This design comes from an exercise in tuning for small area and a short achievable clock period on the open sky130 flow, not from production work.
RTL that was checked went through simulation tests only; none was proved equivalent to the original.

==> onyx: inputs <==
// hb_filter
module hb_filter(input logic clk,
                 input logic reset_n,
                 input logic signed [15:0] x_in,
                 output logic signed [15:0] y_out);
Settings: LEC_CHECK=0, CAP_MARGIN=20, CORE_MARGIN=2, CORE_UTILIZATION=40, SLEW_MARGIN=20; clock period 16.0 ns.
standard.sh (not shown) runs the stock make flow with config.mk's settings and CLKGATE_MAP_FILE= SYNTH_SCRIPT=/design/flow/synth_recipe.tcl, a recipe that flattens the netlist after the stock synthesis.
==> flow/flow/run.sh <==
#!/bin/bash
# Standard layout; synthesis skips Yosys's early "abc -fast" so that the full-adder
# trees written in the RTL reach extract_fa unchanged; repair aims at a large setup margin.
set -euo pipefail
bash standard.sh SYNTH_ARGS=-noabc SETUP_SLACK_MARGIN=11.65 CORE_UTILIZATION=55 CTS_CLUSTER_SIZE=20 CTS_CLUSTER_DIAMETER=80 finish > standard.log 2>&1
==> cedar: changes against onyx <==
==> flow/flow/run.sh (replaced) <==
#!/bin/bash
# Standard layout; synthesis skips Yosys's early "abc -fast" so that the full-adder
# trees written in the RTL reach extract_fa unchanged; repair aims at a large setup margin.
set -euo pipefail
bash standard.sh SYNTH_ARGS=-noabc SETUP_SLACK_MARGIN=11.65 CORE_UTILIZATION=50 CTS_CLUSTER_SIZE=25 CTS_CLUSTER_DIAMETER=90 finish > standard.log 2>&1
==> lagoon: changes against onyx <==
==> flow/flow/run.sh (replaced) <==
#!/bin/bash
# Standard layout; synthesis skips Yosys's early "abc -fast" so that the full-adder
# trees written in the RTL reach extract_fa unchanged; repair aims at a large setup margin.
set -euo pipefail
bash standard.sh SYNTH_ARGS=-noabc SETUP_SLACK_MARGIN=11.65 CORE_UTILIZATION=55 CTS_CLUSTER_SIZE=25 CTS_CLUSTER_DIAMETER=90 finish > standard.log 2>&1
==> qor summary <==
|  | onyx | cedar | lagoon |
|---|---|---|---|
| Outcome | complete, no violations | complete, no violations | complete, no violations |
| Initial drt markers | 963 | 1173 | 828 |
| Post-DP HPWL | 60580 µm | 59710 µm | 60580 µm |
| Tot GR Track Use | 27.20% | 24.73% | 26.92% |
| Starting utilization of the core area | 55.32% | 50.44% | 55.32% |
| End of the worst hold path | w4[0] | taps[16][3] | taps[18][13] |
| Instance area at placement | 0.03229 mm² | 0.03233 mm² | 0.03229 mm² |
| Critical Path AT | 1.10 ns | 1.10 ns | 1.09 ns |
| Final worst path period share | 26.88% | 26.88% | 26.79% |
| Worst Setup EP | y_out[2] | y_out[7] | y_out[12] |
| Final standard cell count with taps included and fillers excluded | 2944 | 2978 | 2937 |
| Largest net degree at the start of global routing | 87 | 188 | 87 |
| Biggest cell delay along the critical path | 0.32 ns | 0.31 ns | 0.33 ns |
| Layout cells sized above 1 | 10.34% | 10.51% | 10.18% |
| Initial antenna violation count | 5 | 7 | 4 |
Function was not checked in any run of this note: the RTL went through the layout flow alone.

---

==> build 68: inputs <==
Another version of the RTL of hb_filter (not shown whole).
clock: 16.0 ns
lec_check: 0
cap_margin: 20
core_margin: 2
core_utilization: 40
slew_margin: 20
==> flow/flow/run.sh <==
#!/bin/bash
# Standard layout; synthesis skips Yosys's early "abc -fast" so that the full-adder
# trees written in the RTL reach extract_fa unchanged; repair aims at a large setup margin.
set -euo pipefail
bash standard.sh SYNTH_ARGS=-noabc SETUP_SLACK_MARGIN=12 CTS_CLUSTER_SIZE=30 CTS_CLUSTER_DIAMETER=100 finish > standard.log 2>&1
==> inputs of build 32, as changes to build 68 <==
--- a/flow/design.v
+++ b/flow/design.v
@@ -9,27 +9,24 @@
     end else begin
       for (int k = 24; k > 0; k = k - 1) taps[k] <= taps[k-1];
       taps[0] <= x_in;
     end
   end
-  wire signed [16:0] pc3 = taps[4] + taps[18];
-  wire signed [16:0] pc4 = taps[6] + taps[16];
-  wire signed [16:0] pc5 = taps[8] + taps[14];
   logic signed [16:0] u1;
   always_ff @(posedge clk) u1 <= taps[0] + taps[22];
   logic signed [16:0] u2;
   always_ff @(posedge clk) u2 <= ~(taps[2] + taps[20]);
   logic signed [18:0] w35;
-  always_ff @(posedge clk) w35 <= ~((pc5 * 19'sd2) + pc3);
+  always_ff @(posedge clk) w35 <= ~(taps[8] * 19'sd2 + taps[14] * 19'sd2 + taps[4] + taps[18]);
   logic signed [16:0] u5;
-  always_ff @(posedge clk) u5 <= pc5;
+  always_ff @(posedge clk) u5 <= taps[8] + taps[14];
   logic signed [16:0] u6;
   always_ff @(posedge clk) u6 <= taps[10] + taps[12];
   logic signed [19:0] w4;
-  always_ff @(posedge clk) w4 <= (pc4 * 20'sd4) + taps[24];
+  always_ff @(posedge clk) w4 <= taps[6] * 20'sd4 + taps[16] * 20'sd4 + taps[24];
   logic signed [16:0] u4;
-  always_ff @(posedge clk) u4 <= ~(pc4);
+  always_ff @(posedge clk) u4 <= ~(taps[6] + taps[16]);
   wire s1, c2;
   assign s1 = u1[9] ^ u1[4];
   assign c2 = u1[9] & u1[4];
   wire s3, c4;
   assign s3 = u1[10] ^ u1[5] ^ u2[9];
==> summary.json <==
{
  "floorplanning": {
    "design.die.area_um2": 81720,
    "die_height_um": 285.9
  },
  "cells_and_area": {
    "post-route-util_pct": 44.98,
    "post_route_cells_drive_above_1_share_pct": 14.60
  },
  "critical_path": {
    "worstReg2RegEnd": "y_out[15]$_DFF_PN0_"
  },
  "outcome": {
    "status": "timing/DRC/antenna clean"
  },
  "route": {
    "detail_route.wirelength_um": 77090,
    "detailroute.wirelength.met3_um": 3603
  }
}
That was build 32.
==> summary.json <==
{
  "critical_path": {
    "worstReg2RegEnd": "w35[18]$_DFF_P_"
  },
  "floorplanning": {
    "design.die.area_um2": 80910,
    "die_height_um": 284.5
  },
  "route": {
    "detail_route.wirelength_um": 76920,
    "detailroute.wirelength.met3_um": 3568
  },
  "cells_and_area": {
    "multi_input_area_share_pct": 45.93,
    "post_route_cells_drive_above_1_share_pct": 18.11
  },
  "synth": {
    "synthAdderAreaFrac_pct": 37.73
  },
  "outcome": {
    "status": "timing/DRC/antenna clean"
  }
}
That was build 68.
No functional check of the RTL was part of any run of this note.

---

==> v30: inputs <==
hb_filter, a different RTL version from the one above (not shown whole).
Settings: LEC_CHECK=0, CAP_MARGIN=20, CORE_MARGIN=2, CORE_UTILIZATION=40, SLEW_MARGIN=20; clock period 16.0 ns.
==> flow/flow/run.sh <==
#!/bin/bash
# Standard layout; synthesis skips Yosys's early "abc -fast" so that the full-adder
# trees written in the RTL reach extract_fa unchanged; repair aims at a large setup margin.
set -euo pipefail
bash standard.sh SYNTH_ARGS=-noabc SETUP_SLACK_MARGIN=12 CTS_CLUSTER_SIZE=20 CTS_CLUSTER_DIAMETER=80 finish > standard.log 2>&1
==> v9: changes against v30 <==
==> flow/flow/run.sh (replaced) <==
#!/bin/bash
# Standard layout; synthesis skips Yosys's early "abc -fast" so that the full-adder
# trees written in the RTL reach extract_fa unchanged; repair aims at a large setup margin.
set -euo pipefail
bash standard.sh SYNTH_ARGS=-noabc SETUP_SLACK_MARGIN=12 CTS_CLUSTER_SIZE=30 CTS_CLUSTER_DIAMETER=100 finish > standard.log 2>&1
==> results.txt <==
quantity	v9	v30
DR vias	16810	16810
Per-cell via count in the routed design	4.955	4.934
CTS Buf Count	26	40
Share of final-layout standard cells stronger than drive strength 1	0.1906	0.1889
Met1 routed wirelength after detailed routing	33480 microns	33750 microns
Worst path max stage delay	0.54 ns	0.57 ns
Final hold slack	0.3139 ns	0.3341 ns
Maximum fanout along the worst path	3	4
Area of all sequential standard cells	14720 sq um	14740 sq um
Final standard cell utilization of the core	0.4543	0.4575
Global routing met3 resource utilization	0.03934	0.04139
Peak clock frequency supported by timing	220.5 MHz	219.6 MHz
Outcome	timing/DRC/antenna clean	timing/DRC/antenna clean
Actual transition at the worst max-transition pin	1.001 ns	1.038 ns
Non-clock buffer instance count of the final layout	110	100

---

==> trial 2: inputs <==
Another version of the RTL of hb_filter (not shown whole).
Settings: LEC_CHECK=0, CAP_MARGIN=20, CORE_MARGIN=2, CORE_UTILIZATION=40, SLEW_MARGIN=20; clock period 16.0 ns.
==> flow/flow/run.sh <==
#!/bin/bash
# Standard layout; synthesis skips Yosys's early "abc -fast" so that the full-adder
# trees written in the RTL reach extract_fa unchanged.
set -euo pipefail
bash standard.sh SYNTH_ARGS=-noabc finish > standard.log 2>&1
==> trial 15 (differences from trial 2) <==
==> flow/flow/run.sh (replaced) <==
#!/bin/bash
# Standard layout; synthesis skips Yosys's early "abc -fast" so that the full-adder
# trees written in the RTL reach extract_fa unchanged; repair aims at a large setup margin.
set -euo pipefail
bash standard.sh SYNTH_ARGS=-noabc SETUP_SLACK_MARGIN=12 CTS_CLUSTER_SIZE=30 CTS_CLUSTER_DIAMETER=100 finish > standard.log 2>&1
==> trial 37 (differences from trial 2) <==
==> flow/flow/run.sh (replaced) <==
#!/bin/bash
# Standard layout; synthesis skips Yosys's early "abc -fast" so that the full-adder
# trees written in the RTL reach extract_fa unchanged; repair aims at a large setup margin.
set -euo pipefail
bash standard.sh SYNTH_ARGS=-noabc SETUP_SLACK_MARGIN=11 finish > standard.log 2>&1
==> qor summary <==
quantity                                               trial 15      trial 2      trial 37
Outcome                                timing/DRC/antenna clean  timing/DRC/antenna clean  timing/DRC/antenna clean
Fraction of standard cell area in multi-input logic       45.6%        44.6%         44.6%
Total Wirelength                                      84,100 µm    84,000 µm     84,100 µm
Final cycle utilization of the critical path              27.3%        35.0%         29.2%
Max FO, Critical Path                                         1          135             1
Fraction of layout cells with a size suffix above 1       18.3%        7.61%         7.61%
Length in cells of the worst reg-to-reg path                 12           10            10
GRT met1 Usage                                            27.2%        27.7%         27.7%
Capture point of the worst reg-to-reg path              r0_13_1      r0_18_1       r0_18_1
Gr usage total                                            19.6%        19.9%         19.9%
Slowest stage delay, CP                                 0.40 ns      0.78 ns       0.53 ns
Share of cell area taken by flip-flops and latches        40.9%        40.3%         40.3%
Endpoint with the worst hold slack                   taps[3][2]  taps[15][8]  taps[17][14]
Area of all sequential standard cells                15,900 µm²   15,600 µm²    15,600 µm²
Vias/cell                                                  4.82         4.87          4.87
Largest net degree at the start of global routing            95          136           136
Gates resized, CTS repair                                   281            0             6
Total instance count after detailed placement             3,536        3,539         3,539
No functional check of the RTL was part of any run of this note.

---

==> inputs of job 8072 <==
hb_filter, a different RTL version from the one above (not shown whole).
// hb_filter
module hb_filter(input logic clk,
                 input logic reset_n,
                 input logic signed [15:0] x_in,
                 output logic signed [15:0] y_out);
==> flow/config.mk <==
export PLATFORM = sky130hd
export DESIGN_NAME = hb_filter
export DESIGN_NICKNAME = hb_filter
export VERILOG_FILES = /design/flow/design.v
export SDC_FILE = /design/flow/constraint.sdc
export NUM_CORES = 4
export LEC_CHECK = 0
export CAP_MARGIN = 20
export CORE_MARGIN = 2
export CORE_UTILIZATION = 40
export SLEW_MARGIN = 20
==> flow/constraint.sdc <==
create_clock -name core_clock -period 16.0 [get_ports {clk}]
set_input_delay 3.2000 -clock core_clock [delete_from_list [all_inputs] [get_ports {clk}]]
set_output_delay 3.2000 -clock core_clock [all_outputs]
set_load 0.01 [all_outputs]
==> flow/flow/run.sh <==
#!/bin/bash
# Standard layout; synthesis skips Yosys's early "abc -fast" so that the full-adder
# trees written in the RTL reach extract_fa unchanged; repair aims at a large setup margin.
set -euo pipefail
bash standard.sh SYNTH_ARGS=-noabc SETUP_SLACK_MARGIN=11.7 CTS_CLUSTER_SIZE=20 CTS_CLUSTER_DIAMETER=80 finish > standard.log 2>&1
==> job 7337: changes against job 8072 <==
--- a/flow/design.v
+++ b/flow/design.v
@@ -8,29 +8,26 @@
       for (int k = 0; k < 25; k = k + 1) taps[k] <= 16'sd0;
     end else begin
       for (int k = 24; k > 0; k = k - 1) taps[k] <= taps[k-1];
       taps[0] <= x_in;
     end
   end
-  wire signed [16:0] pc3 = taps[4] + taps[18];
-  wire signed [16:0] pc4 = taps[6] + taps[16];
-  wire signed [16:0] pc5 = taps[8] + taps[14];
   logic signed [16:0] u1;
   always_ff @(posedge clk) u1 <= taps[0] + taps[22];
   logic signed [16:0] u2;
   always_ff @(posedge clk) u2 <= ~(taps[2] + taps[20]);
   logic signed [18:0] w35;
-  always_ff @(posedge clk) w35 <= ~((pc5 * 19'sd2) + pc3);
+  always_ff @(posedge clk) w35 <= ~(taps[8] * 19'sd2 + taps[14] * 19'sd2 + taps[4] + taps[18]);
   logic signed [16:0] u5;
-  always_ff @(posedge clk) u5 <= pc5;
+  always_ff @(posedge clk) u5 <= taps[8] + taps[14];
   logic signed [16:0] u6;
   always_ff @(posedge clk) u6 <= taps[10] + taps[12];
   logic signed [19:0] w4;
-  always_ff @(posedge clk) w4 <= (pc4 * 20'sd4) + taps[24];
+  always_ff @(posedge clk) w4 <= taps[6] * 20'sd4 + taps[16] * 20'sd4 + taps[24];
   logic signed [16:0] u4;
-  always_ff @(posedge clk) u4 <= ~(pc4);
+  always_ff @(posedge clk) u4 <= ~(taps[6] + taps[16]);
   wire s1, c2;
   assign s1 = u1[9] ^ u1[4];
   assign c2 = u1[9] & u1[4];
   wire s3, c4;
   assign s3 = u1[10] ^ u1[5] ^ u2[9];
   assign c4 = (u1[10] & u1[5]) | (u1[10] & u2[9]) | (u1[5] & u2[9]);
@@ -1730,8 +1727,9 @@
   wire s1007, c1008;
   assign s1007 = ~(c948 ^ s949);
   assign c1008 = c948 | s949;
   wire [30:0] ca1 = {c1006, c1004, c1002, c1000, c998, ~c996, ~c994, c992, ~c990, ~c988, ~c986, ~c984, c982, c980, c978, c976, c974, ~c972, c970, c968, ~c966, ~c964, c962, ~c960, c958, ~c956, ~c954, c952, s951, r0_1_0, r0_0_0};
   wire [30:0] cb1 = {s1007, s1005, s1003, s1001, s999, s997, ~s995, ~s993, s991, ~s989, ~s987, ~s985, ~s983, s981, s979, s977, s975, s973, ~s971, s969, s967, ~s965, ~s963, s961, ~s959, s957, ~s955, ~s953, 1'b1, r0_1_1, r0_0_1};
   wire [30:0] cs1 = ca1 + cb1;
-  always_ff @(posedge clk) y_out <= cs1[30:15];
+  always_ff @(posedge clk or negedge reset_n)
+    if (~reset_n) y_out <= 16'sd0; else y_out <= cs1[30:15];
 endmodule
==> flow/flow/run.sh (replaced) <==
#!/bin/bash
# Standard layout; synthesis skips Yosys's early "abc -fast" so that the full-adder
# trees written in the RTL reach extract_fa unchanged; repair aims at a large setup margin.
set -euo pipefail
bash standard.sh SYNTH_ARGS=-noabc SETUP_SLACK_MARGIN=12 CTS_CLUSTER_SIZE=20 CTS_CLUSTER_DIAMETER=80 finish > standard.log 2>&1
==> qor summary <==
	job 7337	job 8072
Outcome	timing/DRC/antenna clean	timing/DRC/antenna clean
Slowest cell delay on critical path	400 ps	520 ps
Yosys top cell area share	35.3%	34.4%
Filler cell count in the final layout	6930	6985
Gpl congestion	0.939	0.906
Adder-cell share of the synthesized area	39.3%	37.8%
Slew Limit Headroom	56.2%	38.6%
Critical Path Start	y_out[11]	taps[8][0]
Post-route fraction of the period consumed by the critical path	27.0%	26.8%
Multi-input logic area	16400 µm²	16100 µm²
Category of the most critical setup path	flop to primary output	flop to flop
Multi-input logic portion of the cell area	45.8%	46.0%
CP max stage cell	sky130_fd_sc_hd__dfrtp_1	sky130_fd_sc_hd__fa_1
Final core utilization	45.4%	45.1%
Worst Hold Margin	322 ps	344 ps
FMAX	232 MHz	233 MHz
Mux share of post-synthesis cell area	0.0354%	0.0957%
Post-placement cell area	33500 µm²	33100 µm²
Clock network area share	3.29%	3.44%
Total number of tap cells	1050	1040
Post-synthesis net count	2893	2876
Netlist Area Pre-Place	31800 µm²	31400 µm²
Initial drt markers	1152	1059
Transition time of the tightest slew-check pin	657 ps	921 ps
For job 7337, only the layout was checked, not whether the RTL still works.

-- port drivers added, routing unchanged --
The flow's constraints put no driver on any port. The routed layouts listed below were extracted and timed again, unchanged, in two steps.
Step 1 (the two cells are an assumption about what drives the block):
set clk [get_ports {clk}]
set_driving_cell -lib_cell sky130_fd_sc_hd__clkbuf_16 $clk
set_driving_cell -lib_cell sky130_fd_sc_hd__buf_2 [delete_from_list [all_inputs] $clk]
Step 2, shift: input delay + t, output delay - t, t = (earliest + latest rising clock arrival at the registers) / 2. This alone moves slack from input paths to output paths.
Slacks: ideal / step 1 / step 2; pairs: ideal / step 1.
run | shift t [ns] | setup WS [ns] | hold WS [ns] | worst setup path at the end
onyx | 0.636 | 11.700 / 11.638 / 11.275 | 0.346 / 0.346 / 0.346 | input, reset recovery
cedar | 0.635 | 11.699 / 11.635 / 11.352 | 0.337 / 0.337 / 0.337 | input, reset recovery
lagoon | 0.686 | 11.713 / 11.654 / 11.283 | 0.336 / 0.336 / 0.336 | input, reset recovery
build 68 | 0.675 | 11.645 / 11.583 / 11.567 | 0.336 / 0.336 / 0.336 | input, reset recovery
build 32 | 0.672 | 11.653 / 11.589 / 11.564 | 0.334 / 0.334 / 0.334 | input, reset recovery
v30 | 0.636 | 11.447 / 11.447 / 11.447 | 0.334 / 0.334 / 0.334 | register to register
v9 | 0.668 | 11.465 / 11.465 / 11.465 | 0.314 / 0.314 / 0.314 | register to register
trial 2 | 0.684 | 10.405 / 10.433 / 9.749 | 0.343 / 0.343 / 0.343 | input, reset recovery
trial 15 | 0.685 | 11.634 / 11.569 / 11.534 | 0.340 / 0.340 / 0.340 | input, reset recovery
trial 37 | 0.683 | 11.330 / 11.259 / 10.707 | 0.343 / 0.343 / 0.343 | input, reset recovery
job 8072 | 0.647 | 11.712 / 11.682 / 11.235 | 0.344 / 0.344 / 0.344 | input, reset recovery
job 7337 | 0.653 | 11.685 / 11.623 / 11.551 | 0.322 / 0.322 / 0.322 | input, reset recovery
After both steps setup and hold are still met in every run listed. For trial 2, which loses most, drivers alone change the setup slack by +0.028 ns; drivers and shift together by -0.656 ns. Setup slack includes reset recovery checks.
